This is an optimization exercise on Yosys and OpenROAD, whose aim is small area, not a production implementation. In this exercise RTL edits were held to simulation tests only and were not proved equivalent to the original. Power is estimated from default activity; no workload was simulated.

File: run.sh
#!/bin/bash
# synth_recipe.tcl (not shown) runs the flow's synth.tcl, then flattens the netlist and writes it again
# the make line also repeats each setting of config.mk as NAME=value (left out here)
make -C /OpenROAD-flow-scripts/flow DESIGN_CONFIG=/design/flow/config.mk WORK_HOME=/design/flow/orfs CLKGATE_MAP_FILE= SYNTH_SCRIPT=/design/flow/synth_recipe.tcl finish
File: config.mk
export PLATFORM = sky130hd
export DESIGN_NAME = fir_filter
export DESIGN_NICKNAME = fir_filter
export VERILOG_FILES = /design/flow/design.v
export SDC_FILE = /design/flow/constraint.sdc
export NUM_CORES = 4
export LEC_CHECK = 0
export CAP_MARGIN = 20
export CORE_MARGIN = 2
export CORE_UTILIZATION = 40
export SLEW_MARGIN = 20
File: constraint.sdc
create_clock -name core_clock -period 8.0 [get_ports {clk}]
set_input_delay 1.6000 -clock core_clock [delete_from_list [all_inputs] [get_ports {clk}]]
set_output_delay 1.6000 -clock core_clock [all_outputs]
set_load 0.01 [all_outputs]
File: design.v
`timescale 1ns/1ns
module fir_filter (
    input clk,     
    input rst,     
    input signed  [16-1 : 0] input_sig,
    input ready,
    output signed [16-1 : 0] filtred_sig
);
(* ram_style = "block" *) wire signed [16-1 : 0] fir_coefs [0 : 127];
(* ram_style = "block" *) reg signed [16-1: 0] delay [0 : 127];
integer i;
reg  signed [2*16-1: 0] coll_sum;
reg signed [2*16-1 : 0] result;
reg signed [2*16-1 : 0] mult;
reg [6 : 0] r_index;
reg [6 : 0] w_index;
reg [6 : 0] del_index;
reg signed [16-1 : 0] m0;
reg signed [16-1 : 0] m1;
reg signed [16-1 : 0] m0_d;
reg signed [16-1 : 0] m1_d;
always @(posedge clk) begin
    if (rst) begin
        coll_sum <= 0;
        result <= 0;
        mult <= 0;
        r_index <= 8'h7F;
        w_index <= 0;
        del_index <= 0;
    end
    else begin
    if ( r_index == 8'h7F && ready) begin
        result <=  coll_sum  ; 
        w_index <= w_index + 1;
        delay[w_index] <= input_sig;
    end
    if (ready) begin
        r_index <= r_index + 1;
        del_index <= w_index - r_index - 1;
        if (r_index) begin
            m0 <=  fir_coefs[r_index];
            m1 <= delay[del_index];
            m0_d <= m0;
            m1_d <= m1;
            mult <= m0_d * m1_d ;
            coll_sum <= coll_sum + mult;
        end
        else begin
            coll_sum <= 0;
        end
    end
    end
end
assign filtred_sig = result>>> 12;
assign fir_coefs[0] = 16'sd1;
assign fir_coefs[1] = 16'sd1;
assign fir_coefs[2] = 16'sd1;
assign fir_coefs[3] = 16'sd1;
assign fir_coefs[4] = -16'sd1;
assign fir_coefs[5] = -16'sd2;
assign fir_coefs[6] = -16'sd4;
assign fir_coefs[7] = -16'sd4;
assign fir_coefs[8] = -16'sd2;
assign fir_coefs[9] = 16'sd2;
assign fir_coefs[10] = 16'sd6;
assign fir_coefs[11] = 16'sd9;
assign fir_coefs[12] = 16'sd8;
assign fir_coefs[13] = 16'sd4;
assign fir_coefs[14] = -16'sd4;
assign fir_coefs[15] = -16'sd13;
assign fir_coefs[16] = -16'sd18;
assign fir_coefs[17] = -16'sd16;
assign fir_coefs[18] = -16'sd7;
assign fir_coefs[19] = 16'sd8;
assign fir_coefs[20] = 16'sd23;
assign fir_coefs[21] = 16'sd32;
assign fir_coefs[22] = 16'sd29;
assign fir_coefs[23] = 16'sd12;
assign fir_coefs[24] = -16'sd14;
assign fir_coefs[25] = -16'sd39;
assign fir_coefs[26] = -16'sd54;
assign fir_coefs[27] = -16'sd48;
assign fir_coefs[28] = -16'sd20;
assign fir_coefs[29] = 16'sd22;
assign fir_coefs[30] = 16'sd63;
assign fir_coefs[31] = 16'sd85;
assign fir_coefs[32] = 16'sd75;
assign fir_coefs[33] = 16'sd31;
assign fir_coefs[34] = -16'sd34;
assign fir_coefs[35] = -16'sd97;
assign fir_coefs[36] = -16'sd131;
assign fir_coefs[37] = -16'sd115;
assign fir_coefs[38] = -16'sd48;
assign fir_coefs[39] = 16'sd52;
assign fir_coefs[40] = 16'sd147;
assign fir_coefs[41] = 16'sd197;
assign fir_coefs[42] = 16'sd173;
assign fir_coefs[43] = 16'sd72;
assign fir_coefs[44] = -16'sd78;
assign fir_coefs[45] = -16'sd221;
assign fir_coefs[46] = -16'sd298;
assign fir_coefs[47] = -16'sd262;
assign fir_coefs[48] = -16'sd109;
assign fir_coefs[49] = 16'sd120;
assign fir_coefs[50] = 16'sd344;
assign fir_coefs[51] = 16'sd469;
assign fir_coefs[52] = 16'sd421;
assign fir_coefs[53] = 16'sd179;
assign fir_coefs[54] = -16'sd201;
assign fir_coefs[55] = -16'sd596;
assign fir_coefs[56] = -16'sd846;
assign fir_coefs[57] = -16'sd798;
assign fir_coefs[58] = -16'sd364;
assign fir_coefs[59] = 16'sd448;
assign fir_coefs[60] = 16'sd1517;
assign fir_coefs[61] = 16'sd2638;
assign fir_coefs[62] = 16'sd3568;
assign fir_coefs[63] = 16'sd4095;
assign fir_coefs[64] = 16'sd4095;
assign fir_coefs[65] = 16'sd3568;
assign fir_coefs[66] = 16'sd2638;
assign fir_coefs[67] = 16'sd1517;
assign fir_coefs[68] = 16'sd448;
assign fir_coefs[69] = -16'sd364;
assign fir_coefs[70] = -16'sd798;
assign fir_coefs[71] = -16'sd846;
assign fir_coefs[72] = -16'sd596;
assign fir_coefs[73] = -16'sd201;
assign fir_coefs[74] = 16'sd179;
assign fir_coefs[75] = 16'sd421;
assign fir_coefs[76] = 16'sd469;
assign fir_coefs[77] = 16'sd344;
assign fir_coefs[78] = 16'sd120;
assign fir_coefs[79] = -16'sd109;
assign fir_coefs[80] = -16'sd262;
assign fir_coefs[81] = -16'sd298;
assign fir_coefs[82] = -16'sd221;
assign fir_coefs[83] = -16'sd78;
assign fir_coefs[84] = 16'sd72;
assign fir_coefs[85] = 16'sd173;
assign fir_coefs[86] = 16'sd197;
assign fir_coefs[87] = 16'sd147;
assign fir_coefs[88] = 16'sd52;
assign fir_coefs[89] = -16'sd48;
assign fir_coefs[90] = -16'sd115;
assign fir_coefs[91] = -16'sd131;
assign fir_coefs[92] = -16'sd97;
assign fir_coefs[93] = -16'sd34;
assign fir_coefs[94] = 16'sd31;
assign fir_coefs[95] = 16'sd75;
assign fir_coefs[96] = 16'sd85;
assign fir_coefs[97] = 16'sd63;
assign fir_coefs[98] = 16'sd22;
assign fir_coefs[99] = -16'sd20;
assign fir_coefs[100] = -16'sd48;
assign fir_coefs[101] = -16'sd54;
assign fir_coefs[102] = -16'sd39;
assign fir_coefs[103] = -16'sd14;
assign fir_coefs[104] = 16'sd12;
assign fir_coefs[105] = 16'sd29;
assign fir_coefs[106] = 16'sd32;
assign fir_coefs[107] = 16'sd23;
assign fir_coefs[108] = 16'sd8;
assign fir_coefs[109] = -16'sd7;
assign fir_coefs[110] = -16'sd16;
assign fir_coefs[111] = -16'sd18;
assign fir_coefs[112] = -16'sd13;
assign fir_coefs[113] = -16'sd4;
assign fir_coefs[114] = 16'sd4;
assign fir_coefs[115] = 16'sd8;
assign fir_coefs[116] = 16'sd9;
assign fir_coefs[117] = 16'sd6;
assign fir_coefs[118] = 16'sd2;
assign fir_coefs[119] = -16'sd2;
assign fir_coefs[120] = -16'sd4;
assign fir_coefs[121] = -16'sd4;
assign fir_coefs[122] = -16'sd2;
assign fir_coefs[123] = -16'sd1;
assign fir_coefs[124] = 16'sd1;
assign fir_coefs[125] = 16'sd1;
assign fir_coefs[126] = 16'sd1;
assign fir_coefs[127] = 16'sd1;
endmodule
==> flow_summary.json <==
{
  "cts_hold_buf": 0,
  "critPathSlowestCell": "edfxtp_1",
  "r2r_setup_slack_ns": 1.28,
  "ir_worst_vdd_mv": 0.801,
  "firstDrtPassIters": 6,
  "syn-instance-count": 4947,
  "worstHoldStart": "m1[15]",
  "grt_pass1_vias": 47900,
  "viasPerCell": 5.62,
  "grt_max_degree": 120,
  "async_flop_share_pct": 0,
  "finClkSkew_ns": 0.0515,
  "wl_um": 231000,
  "setup_viol": 0,
  "power_mw": 31.9,
  "start_kind": "flop",
  "p_per_area_mw_per_mm2": 299,
  "max_stage_delay_ns": 0.76,
  "crit_top_cell": "fa_1",
  "area_growth_pct": 12.6,
  "critPathBufInv": 3,
  "synth_top_area_share_pct": 66.7,
  "final_common_cell": "edfxtp_1",
  "cts.sinks": 2199,
  "synth_edf_count": 2106,
  "avgSynthCellArea_sq_um": 19.2,
  "ctsHtreeMaxLevel": 4,
  "synth_area_sq_mm": 0.0948,
  "die_w_um": 491,
  "slew_headroom_pct": 22.9,
  "synthFlopType": "edfxtp_1",
  "syn_nets": 5294,
  "cp_cell_sequence": "nand2_1 -> fa_1 -> fa_1 -> fa_1 -> fa_1 -> inv_1 -> fa_1 -> inv_1 -> fa_1 -> inv_1 -> ha_1 -> and3_1 -> and3_1 -> a21oi_1 -> a21oi_1 -> a211oi_1 -> nor4b_1 -> o31a_1 -> o31a_1",
  "yosys_warnings": 1,
  "cp.required_ns": 8.73,
  "post-cts-setup-buffers": 0,
  "synth-seq-cells": 2199,
  "gr-total-overflow": 0,
  "critPathMaxFanout": 16,
  "die_area_sq_mm": 0.241,
  "nNetsFinal": 5492,
  "finalCritPeriodShare_pct": 84.0,
  "rsz0062_at_grt": "no",
  "drc": 0,
  "setup_tns_ns": 0,
  "leakage_nw": 34.4,
  "worstSetupPathType": "reg2reg",
  "rr_worst_depth": 19,
  "routed-via-count": 47600,
  "hpwl_um": 140000,
  "worstHoldPathType": "reg2reg",
  "antenna_left": 0,
  "fillers": 19900,
  "clock_latency_ns": 0.88,
  "drive_gt1_share_pct": 23.2,
  "synth_top_area_cell": "edfxtp_1",
  "start_util_pct": 40.3,
  "clock_path_buffers": 3,
  "boundaryPins": 35,
  "root_buffer": "clkbuf_16",
  "coreArea_sq_mm": 0.235,
  "antenna_found_initial": 7,
  "hold_depth": 0,
  "row_count": 178,
  "clkTransAtPathRegs_ns": 0.06,
  "end_kind": "flop",
  "first_iter_violations": 5152,
  "yosysUniqueCellTypes": 74,
  "numCtsBuffers": 220,
  "hold_end": "m1_d[15]",
  "status": "no timing/DRC/antenna violations",
  "routedWlPerCell_um": 27.2,
  "synth_seq_area_share_pct": 68.6,
  "tightestPinTransition_ns": 1.16,
  "port-buffer-count": 34,
  "reg2reg_from": "m0_d[9]",
  "gp_congestion": 0.866,
  "final_max_slew_viol_count": 0,
  "r2r_end": "mult[27]",
  "tritoncts": "built",
  "yosys-top-cells-area": "edfxtp_1 67%, mux4_2 16%, fa_1 4.6%",
  "hold_violations": 0,
  "layout_common_cells": "2,106 x edfxtp_1, 672 x mux4_2, 274 x inv_1",
  "grt_pass1_wl_um": 337000,
  "cap_violations": 0,
  "finalCriticalPeriod_ns": 6.72,
  "critPathArrivalTime_ns": 7.44,
  "dieHeight_um": 491,
  "grt.total_usage_pct": 19.1,
  "fmax_mhz": 149,
  "critPathTopFamily": "adder cells",
  "post_cts_resized": 0
}
per-layer routing:
| metal | part of all wire (%) | track usage (%) |
|---|---|---|
| met1 | 44 | 28.1 |
| met2 | 47 | 29.9 |
| met3 | 6.5 | 3.09 |
| met4 | 2.0 | 4.30 |
| met5 | 0.015 | 0 |
worst reg2reg max path, stage by stage, from the launching register on:
cell and delay (ns):
edfxtp_1 0.76, nand2_1 0.17, fa_1 0.52, fa_1 0.58, fa_1 0.45, fa_1 0.55
inv_1 0.05, fa_1 0.48, inv_1 0.07, fa_1 0.48, inv_1 0.04, ha_1 0.36
and3_1 0.25, and3_1 0.18, a21oi_1 0.31, a21oi_1 0.22, a211oi_1 0.41, nor4b_1 0.14
o31a_1 0.30, o31a_1 0.27
power by group:
part	leakage [nW]	internal, mW	total, mW	switching (mW)
clock network	3.44	5.70	10.1	4.37
registers	19.7	12.8	12.9	0.173
logic	11.2	3.78	8.87	5.09
flip-flops by register name, summed over array words and instances, names as in the netlist:
register	count
del_index	7
mult	28
result	16
coll_sum	28
m0_d	13
delay	2048
m1	16
r_index	7
m0	13
w_index	7
m1_d	16
worst max-delay path by stage:
stage	start	endpoint	slack [ns]	cells after the start
floorplan	m0_d[14]	mult[27]	2.03	18
global placement	m0_d[7]	mult[27]	1.47	20
detailed placement	m0_d[10]	mult[27]	1.37	19
CTS	m0_d[7]	mult[27]	1.31	20
global route	m0_d[9]	mult[27]	0.91	19
finish	m0_d[9]	mult[27]	1.28	19
kinds of logic (layout without fill, tap and decap cells):
logic type      Yosys count  in the layout  synth area share, %
compound gates          332            332                 2.27
buf+inv                 532            908                 2.19
xor+xnor                 60             60                0.554
flops                  2199           2199                 68.6
fa+ha+maj               328            328                 6.04
simple gates            796            796                 4.03
mux                     700            700                 16.3
other cells               0              4                    0
per-stage QoR:
step | cell area (sq um) | hold WS, ns | utilization, % | setup WS, ns | instances
CTS | 107000 | 0.406 | 45.3 | 1.31 | 8470
detailed placement | 99700 | 0.405 | 42.3 | 1.37 | 8070
finish | 107000 | 0.415 | 45.4 | 1.28 | 8477
global route | 107000 | 0.428 | 45.4 | 0.910 | 8475
floorplan | 94800 | 0.400 | - | 2.03 | 4947
global placement | 99700 | 0.404 | 42.3 | 1.47 | 8070
layout make-up:
class	instances	area (sq um)	area share (%)
Antenna cell	4	10.0	0.00937
Clock buffer	272	5770	5.41
Clock inverter	128	1260	1.18
Inverter	278	1040	0.977
Multi-Input combinational cell	2216	27700	25.9
Sequential cell	2199	65100	61.0
Tap cell	3150	3940	3.69
Timing Repair Buffer	230	1960	1.84
synthesized netlist by cell type, types with 5 or more instances:
master and count:
edfxtp_1 2106, mux4_2 672, inv_1 275, nand2_1 261, fa_1 216, nor2_1 211, clkbuf_1 161, ha_1 112
and2_1 107, dfxtp_1 93, a21oi_1 86, o21ai_0 75, buf_2 58, xnor2_1 36, nor3_1 34, buf_1 33
nand3_1 31, nor2b_1 28, a21o_1 27, xor2_1 24, nand2b_1 20, mux2_2 17, nand3b_1 17, nand4_1 16
and3_1 15, o22ai_1 13, or3_1 13, a211oi_1 11, a31oi_1 11, o211ai_1 11, mux2i_1 10, nor4_1 9
o21a_1 9, a22oi_1 8, a32o_1 8, o21bai_1 8, a22o_1 6, a32oi_1 6, nor3b_1 6, nor4b_1 5
o2111ai_1 5, or4_1 5

==> port drivers added, routing unchanged <==
No port has a modelled driver above. Below, the same layout with a new extraction and two added sets of constraints. Step 1: set_driving_cell puts a clkbuf_16 on clk and a buf_2 on each other input, an assumption about the parent block. Step 2 also shifts input and output timing later by t, the mid clock arrival at the registers, as if the neighbouring blocks saw the same clock. Slacks: no drivers / after step 1 / after step 2; pairs: no drivers / after step 1.
t (ns): 0.948
slack for setup (ns): 1.284 / 1.284 / 1.284
worst setup path at the end: register to register
worst register clock-pin slew, ns: 0.07 / 0.07
After both steps this run still meets setup and hold. The setup slack of this run moves by 0.000 ns with the drivers and by 0.000 ns with both steps.
